What follows belongs to an exercise in optimizing a design on an open flow for small area; a production flow would make more cautious choices.
Where RTL was checked, it was by simulation tests only, not by an equivalence proof against the original.
Power is estimated from default activity; no workload was simulated.

==> 03-15: inputs <==
==> flow/design.v <==
`timescale 1ns / 1ps
module CandyCrush_Simple(
      Clk, Reset, BtnC, BtnL, BtnR, BtnU, BtnD,
      ColorXY,
      Enable,
      rewriteX, rewriteY, X, Y, swapX, swapY,
      randFlag, swapFlag,
      stateNum
    );
input BtnC, BtnL, BtnR, BtnU, BtnD, Clk, Reset;
input [2:0] ColorXY;
input Enable;
output reg [2:0] rewriteX, rewriteY;
output reg [2:0] X, Y;
output reg [2:0] swapX, swapY;
output randFlag, swapFlag;
output reg [3:0] stateNum;
reg [4:0] state;
reg [2:0] firstX, firstY;
reg [2:0] upY, downY, leftX, rightX;
reg found;
reg [2:0] colIdx;           
localparam [4:0]
InitialVar  = 5'd0,
SelectFirst = 5'd1,
SelectSecond= 5'd2,
SwapColor   = 5'd3,
CheckUp     = 5'd4,         
CheckDown   = 5'd5,         
CheckRight  = 5'd6,         
CheckLeft   = 5'd7,         
CheckDone   = 5'd8,         
UpCheck     = 5'd9,
DownCheck   = 5'd10,
RightCheck  = 5'd11,
LeftCheck   = 5'd12,
ColumnCheck = 5'd13,
ColumnEnd   = 5'd14,        
SlideDown   = 5'd15,
FillRand    = 5'd16,
ResetValues = 5'd17;
assign randFlag = (state == FillRand);
assign swapFlag = (state == SwapColor) | (state == SlideDown);
always @(posedge Clk)
begin
   case (state)
      InitialVar:   stateNum <= 4'd1;
      SelectFirst:  stateNum <= 4'd2;
      SelectSecond: stateNum <= 4'd3;
      SwapColor:    stateNum <= 4'd4;
      CheckUp, CheckDown, CheckRight, CheckLeft, CheckDone:
                    stateNum <= 4'd5;
      UpCheck:      stateNum <= 4'd6;
      DownCheck:    stateNum <= 4'd7;
      RightCheck:   stateNum <= 4'd8;
      LeftCheck:    stateNum <= 4'd9;
      ColumnCheck, ColumnEnd:
                    stateNum <= 4'd10;
      SlideDown:    stateNum <= 4'd11;
      FillRand:     stateNum <= 4'd12;
      default:      stateNum <= 4'd13;
   endcase
end
wire match = (ColorXY == colIdx);
wire isFirst = (colIdx == firstX);
wire inRange = (colIdx >= leftX) && (colIdx <= rightX);
wire active = inRange && (!isFirst || (found && !(upY == 3'd0 && downY == 3'd7)));
wire [2:0] topY = isFirst ? upY : firstY;
wire [2:0] topDec = (topY == 3'd0) ? 3'd0 : topY - 3'd1;
always @(posedge Clk)
begin
   if (Reset)
   begin
      state <= InitialVar;
      X <= 3'd0;
      Y <= 3'd0;
      rewriteX <= 3'd0;
      rewriteY <= 3'd0;
      swapX <= 3'd0;
      swapY <= 3'd0;
   end
   else if (Enable)
   begin
      case (state)
      InitialVar:
      begin
         state <= SelectFirst;
         X <= 3'd3;
         Y <= 3'd3;
      end
      SelectFirst:
      begin
         if (BtnC)
         begin
            state <= SelectSecond;
            colIdx <= ColorXY;
         end
         else if (BtnU)
         begin
            if (Y != 3'd0) Y <= Y - 3'd1;
         end
         else if (BtnD)
         begin
            if (Y != 3'd7) Y <= Y + 3'd1;
         end
         else if (BtnR)
         begin
            if (X != 3'd7) X <= X + 3'd1;
         end
         else if (BtnL)
         begin
            if (X != 3'd0) X <= X - 3'd1;
         end
      end
      SelectSecond:
      begin
         if (BtnU|BtnD|BtnR|BtnL)
         begin
            state <= SwapColor;
            swapX <= X;
            swapY <= Y;
            if (BtnU)
            begin
               if (Y != 3'd0) Y <= Y - 3'd1;
            end
            else if (BtnD)
            begin
               if (Y != 3'd7) Y <= Y + 3'd1;
            end
            else if (BtnR)
            begin
               if (X != 3'd7) X <= X + 3'd1;
            end
            else
            begin
               if (X != 3'd0) X <= X - 3'd1;
            end
         end
      end
      SwapColor:
      begin
         state <= CheckUp;
         firstX <= X;
         firstY <= Y;
         upY <= Y;
         downY <= Y;
         leftX <= X;
         rightX <= X;
         found <= 1'b0;
      end
      CheckUp:
      begin
         if (Y != 3'd0)
         begin
            state <= UpCheck;
            Y <= Y - 3'd1;
         end
         else
            state <= CheckDown;
      end
      CheckDown:
      begin
         if (Y != 3'd7)
         begin
            state <= DownCheck;
            Y <= Y + 3'd1;
         end
         else
            state <= CheckRight;
      end
      CheckRight:
      begin
         if (X != 3'd7)
         begin
            state <= RightCheck;
            X <= X + 3'd1;
         end
         else
            state <= CheckLeft;
      end
      CheckLeft:
      begin
         X <= X - 3'd1;
         if (X != 3'd0)
            state <= LeftCheck;
         else
            state <= CheckDone;
      end
      CheckDone:
      begin
         state <= ColumnCheck;
         colIdx <= 3'd0;
      end
      UpCheck:
      begin
         if (match)
         begin
            found <= 1'b1;
            upY <= Y;
         end
         if (match && Y != 3'd0)
            Y <= Y - 3'd1;
         else
         begin
            state <= CheckDown;
            Y <= firstY;
         end
      end
      DownCheck:
      begin
         if (match)
         begin
            found <= 1'b1;
            downY <= Y;
         end
         if (match && Y != 3'd7)
            Y <= Y + 3'd1;
         else
         begin
            state <= CheckRight;
            Y <= firstY;
         end
      end
      RightCheck:
      begin
         if (match)
         begin
            found <= 1'b1;
            rightX <= X;
         end
         if (match && X != 3'd7)
            X <= X + 3'd1;
         else
         begin
            state <= CheckLeft;
            X <= firstX;
         end
      end
      LeftCheck:
      begin
         if (match)
         begin
            found <= 1'b1;
            leftX <= X;
         end
         if (match && X != 3'd0)
            X <= X - 3'd1;
         else
         begin
            state <= CheckDone;
            X <= firstX;
         end
      end
      ColumnCheck:
      begin
         if (active)
         begin
            state <= SlideDown;
            swapX <= colIdx;
            X <= colIdx;
            swapY <= isFirst ? downY : firstY;
            Y <= topDec;
         end
         else
         begin
            colIdx <= colIdx + 3'd1;
            if (colIdx == 3'd7)
               state <= ColumnEnd;
         end
      end
      ColumnEnd:
         state <= ResetValues;
      SlideDown:
      begin
         if (swapY != 3'd0) swapY <= swapY - 3'd1;
         if (Y != 3'd0)
            Y <= Y - 3'd1;
         else
         begin
            state <= FillRand;
            rewriteX <= colIdx;
            rewriteY <= 3'd0;
         end
      end
      FillRand:
      begin
         if (isFirst && upY != downY)
         begin
            rewriteY <= rewriteY + 3'd1;
            upY <= upY + 3'd1;
         end
         else
         begin
            colIdx <= colIdx + 3'd1;
            if (colIdx == 3'd7)
               state <= ColumnEnd;
            else
               state <= ColumnCheck;
         end
      end
      default:  
      begin
         state <= SelectFirst;
         X <= firstX;
         Y <= firstY;
         rewriteX <= 3'd0;
         rewriteY <= 3'd0;
         swapX <= 3'd0;
         swapY <= 3'd0;
      end
      endcase
   end
end
endmodule
==> flow/run.sh <==
#!/bin/bash
# synth_recipe.tcl (not shown) runs the flow's synth.tcl, then flattens the netlist and writes it again
# the make line also repeats each setting of config.mk as NAME=value (left out here)
make -C /OpenROAD-flow-scripts/flow DESIGN_CONFIG=/design/flow/config.mk WORK_HOME=/design/flow/orfs CLKGATE_MAP_FILE= SYNTH_SCRIPT=/design/flow/synth_recipe.tcl finish
==> flow/config.mk <==
export PLATFORM = sky130hd
export DESIGN_NAME = CandyCrush_Simple
export DESIGN_NICKNAME = CandyCrush_Simple
export VERILOG_FILES = /design/flow/design.v
export SDC_FILE = /design/flow/constraint.sdc
export NUM_CORES = 4
export LEC_CHECK = 0
export CAP_MARGIN = 20
export CORE_MARGIN = 2
export CORE_UTILIZATION = 40
export SLEW_MARGIN = 20
==> flow/constraint.sdc <==
create_clock -name core_clock -period 6.0 [get_ports {Clk}]
set_input_delay 1.2000 -clock core_clock [delete_from_list [all_inputs] [get_ports {Clk}]]
set_output_delay 1.2000 -clock core_clock [all_outputs]
set_load 0.01 [all_outputs]
==> 02-07: changes against 03-15 <==
==> flow/design.v, changed modules only <==
module CandyCrush_Simple(
      Clk, Reset, BtnC, BtnL, BtnR, BtnU, BtnD,
      ColorXY,
      Enable,
      rewriteX, rewriteY, X, Y, swapX, swapY,
      randFlag, swapFlag,
      stateNum
    );
input BtnC, BtnL, BtnR, BtnU, BtnD, Clk, Reset;
input [2:0] ColorXY;
input Enable;
output reg [2:0] rewriteX, rewriteY;
output reg [2:0] X, Y;
output reg [2:0] swapX, swapY;
output randFlag, swapFlag;
output reg [3:0] stateNum;
reg [4:0] state;
reg [2:0] firstX, firstY;
reg [2:0] upY, downY, leftX, rightX;
reg found;
reg [2:0] colIdx;           
localparam [4:0]
InitialVar  = 5'h01,
SelectFirst = 5'h02,
SelectSecond= 5'h03,
SwapColor   = 5'h04,
CheckUp     = 5'h05,        
CheckDown   = 5'h15,        
CheckRight  = 5'h0E,        
CheckLeft   = 5'h1E,        
CheckDone   = 5'h0F,        
UpCheck     = 5'h06,
DownCheck   = 5'h07,
RightCheck  = 5'h08,
LeftCheck   = 5'h09,
ColumnCheck = 5'h0A,
ColumnEnd   = 5'h1A,        
SlideDown   = 5'h0B,
FillRand    = 5'h0C,
ResetValues = 5'h0D;
assign randFlag = (state == FillRand);
assign swapFlag = (state == SwapColor) | (state == SlideDown);
always @(posedge Clk)
   stateNum <= (state[3:1] == 3'b111) ? 4'd5 : state[3:0];
reg axisX, stepUp;
wire [2:0] coord = axisX ? X : Y;
wire [2:0] towards = stepUp ? coord : ~coord;    
wire atLimit = &towards;
wire [2:0] moved = {coord[2] ^ (towards[1] & towards[0]), coord[1] ^ towards[0], ~coord[0]};
always @*
begin
   case (state)
      SelectFirst, SelectSecond:
      begin
         axisX = !(BtnU | BtnD);
         stepUp = !BtnU & (BtnD | BtnR);
      end
      CheckUp, UpCheck:       begin axisX = 1'b0; stepUp = 1'b0; end
      CheckDown, DownCheck:   begin axisX = 1'b0; stepUp = 1'b1; end
      CheckRight, RightCheck: begin axisX = 1'b1; stepUp = 1'b1; end
      CheckLeft, LeftCheck:   begin axisX = 1'b1; stepUp = 1'b0; end
      default:                begin axisX = 1'b0; stepUp = 1'b0; end
   endcase
end
function ge3;
   input [2:0] a, b;
   ge3 = (a[2] & ~b[2]) | (~(a[2] ^ b[2]) & ((a[1] & ~b[1]) | (~(a[1] ^ b[1]) & (a[0] | ~b[0]))));
endfunction
wire match = (ColorXY == colIdx);
wire isFirst = (colIdx == firstX);
wire inRange = ge3(colIdx, leftX) && ge3(rightX, colIdx);
wire active = inRange && (!isFirst || (found && !(upY == 3'd0 && downY == 3'd7)));
wire [2:0] topY = isFirst ? upY : firstY;
wire [2:0] topDec = (topY == 3'd0) ? 3'd0 : topY - 3'd1;
wire anyBtn = BtnU | BtnD | BtnR | BtnL;
always @(posedge Clk)
begin
   if (Reset)
   begin
      state <= InitialVar;
      X <= 3'd0;
      Y <= 3'd0;
      rewriteX <= 3'd0;
      rewriteY <= 3'd0;
      swapX <= 3'd0;
      swapY <= 3'd0;
   end
   else if (Enable)
   begin
      case (state)
      InitialVar:
      begin
         state <= SelectFirst;
         X <= 3'd3;
         Y <= 3'd3;
      end
      SelectFirst:
      begin
         if (BtnC)
         begin
            state <= SelectSecond;
            colIdx <= ColorXY;
         end
         else if (anyBtn && !atLimit)
         begin
            if (axisX) X <= moved; else Y <= moved;
         end
      end
      SelectSecond:
      begin
         if (anyBtn)
         begin
            state <= SwapColor;
            swapX <= X;
            swapY <= Y;
            if (!atLimit)
            begin
               if (axisX) X <= moved; else Y <= moved;
            end
         end
      end
      SwapColor:
      begin
         state <= CheckUp;
         firstX <= X;
         firstY <= Y;
         upY <= Y;
         downY <= Y;
         leftX <= X;
         rightX <= X;
         found <= 1'b0;
      end
      CheckUp:
      begin
         if (!atLimit)
         begin
            state <= UpCheck;
            Y <= moved;
         end
         else
            state <= CheckDown;
      end
      CheckDown:
      begin
         if (!atLimit)
         begin
            state <= DownCheck;
            Y <= moved;
         end
         else
            state <= CheckRight;
      end
      CheckRight:
      begin
         if (!atLimit)
         begin
            state <= RightCheck;
            X <= moved;
         end
         else
            state <= CheckLeft;
      end
      CheckLeft:
      begin
         X <= moved;
         if (!atLimit)
            state <= LeftCheck;
         else
            state <= CheckDone;
      end
      CheckDone:
      begin
         state <= ColumnCheck;
         colIdx <= 3'd0;
      end
      UpCheck:
      begin
         if (match)
         begin
            found <= 1'b1;
            upY <= Y;
         end
         if (match && !atLimit)
            Y <= moved;
         else
         begin
            state <= CheckDown;
            Y <= firstY;
         end
      end
      DownCheck:
      begin
         if (match)
         begin
            found <= 1'b1;
            downY <= Y;
         end
         if (match && !atLimit)
            Y <= moved;
         else
         begin
            state <= CheckRight;
            Y <= firstY;
         end
      end
      RightCheck:
      begin
         if (match)
         begin
            found <= 1'b1;
            rightX <= X;
         end
         if (match && !atLimit)
            X <= moved;
         else
         begin
            state <= CheckLeft;
            X <= firstX;
         end
      end
      LeftCheck:
      begin
         if (match)
         begin
            found <= 1'b1;
            leftX <= X;
         end
         if (match && !atLimit)
            X <= moved;
         else
         begin
            state <= CheckDone;
            X <= firstX;
         end
      end
      ColumnCheck:
      begin
         if (active)
         begin
            state <= SlideDown;
            swapX <= colIdx;
            X <= colIdx;
            swapY <= isFirst ? downY : firstY;
            Y <= topDec;
         end
         else
         begin
            colIdx <= colIdx + 3'd1;
            if (colIdx == 3'd7)
               state <= ColumnEnd;
         end
      end
      ColumnEnd:
         state <= ResetValues;
      SlideDown:
      begin
         if (swapY != 3'd0) swapY <= swapY - 3'd1;
         if (!atLimit)
            Y <= moved;
         else
         begin
            state <= FillRand;
            rewriteX <= colIdx;
            rewriteY <= 3'd0;
         end
      end
      FillRand:
      begin
         if (isFirst && upY != downY)
         begin
            rewriteY <= rewriteY + 3'd1;
            upY <= upY + 3'd1;
         end
         else
         begin
            colIdx <= colIdx + 3'd1;
            if (colIdx == 3'd7)
               state <= ColumnEnd;
            else
               state <= ColumnCheck;
         end
      end
      ResetValues:
      begin
         state <= SelectFirst;
         X <= firstX;
         Y <= firstY;
         rewriteX <= 3'd0;
         rewriteY <= 3'd0;
         swapX <= 3'd0;
         swapY <= 3'd0;
      end
      default:
         state <= InitialVar;
      endcase
   end
end
endmodule
Settings changed: ABC_AREA set to 1.
==> comparison table <==
Run status: 03-15 timing/DRC/antenna clean; 02-07 timing/DRC/antenna clean
Met2 routed wirelength: 03-15 5930 um; 02-07 4830 um
Share of total power in the clock network: 03-15 19.1%; 02-07 28.1%
Cell depth of the worst flop-to-flop path: 03-15 6; 02-07 13
Internal power: 03-15 0.000771 W; 02-07 0.000600 W
Beginning of the worst hold path: 03-15 rewriteX[2]; 02-07 state[2]
Net switching share of the total power: 03-15 40.8%; 02-07 33.9%
Met3 routed wirelength: 03-15 730 um; 02-07 473 um
GRT Util Overall: 03-15 23.8%; 02-07 24.5%
Top power group: 03-15 combinational logic; 02-07 sequential cells
Number of combinational gates with multiple inputs: 03-15 358; 02-07 349
Proportion of power drawn by flip-flops and latches: 03-15 35.0%; 02-07 43.6%
Sequential cell area share: 03-15 26.1%; 02-07 30.9%
Post-synthesis cell count: 03-15 469; 02-07 471
Post-layout min period: 03-15 3.94 ns; 02-07 3.61 ns
Only the layout flow was run in 03-15; the RTL was not checked for function there.

==> afterwards: timing with drivers on the ports <==
The results above use ideal ports. As a check the final layouts listed here were re-extracted and re-timed, cells and wires unchanged.
Step 1: set_driving_cell puts a clkbuf_16 on Clk and a buf_2 on each other input, an assumption about the parent block.
Step 2 also shifts input and output timing later by t, the mid clock arrival at the registers, as if the neighbouring blocks saw the same clock.
Slacks: ideal ports / drivers / drivers and shift; pairs: ideal ports / drivers.
| run | t (ns) | setup slack, ns | worst data-port slew with drivers (ns) | cell pins on the clock port's net |
|---|---|---|---|---|
| 03-15 | 0.339 | 2.062 / 2.029 / 2.367 | 0.03 | 1 |
| 02-07 | 0.337 | 2.390 / 2.358 / 2.694 | 0.03 | 1 |
After both steps every run listed still meets setup and hold.
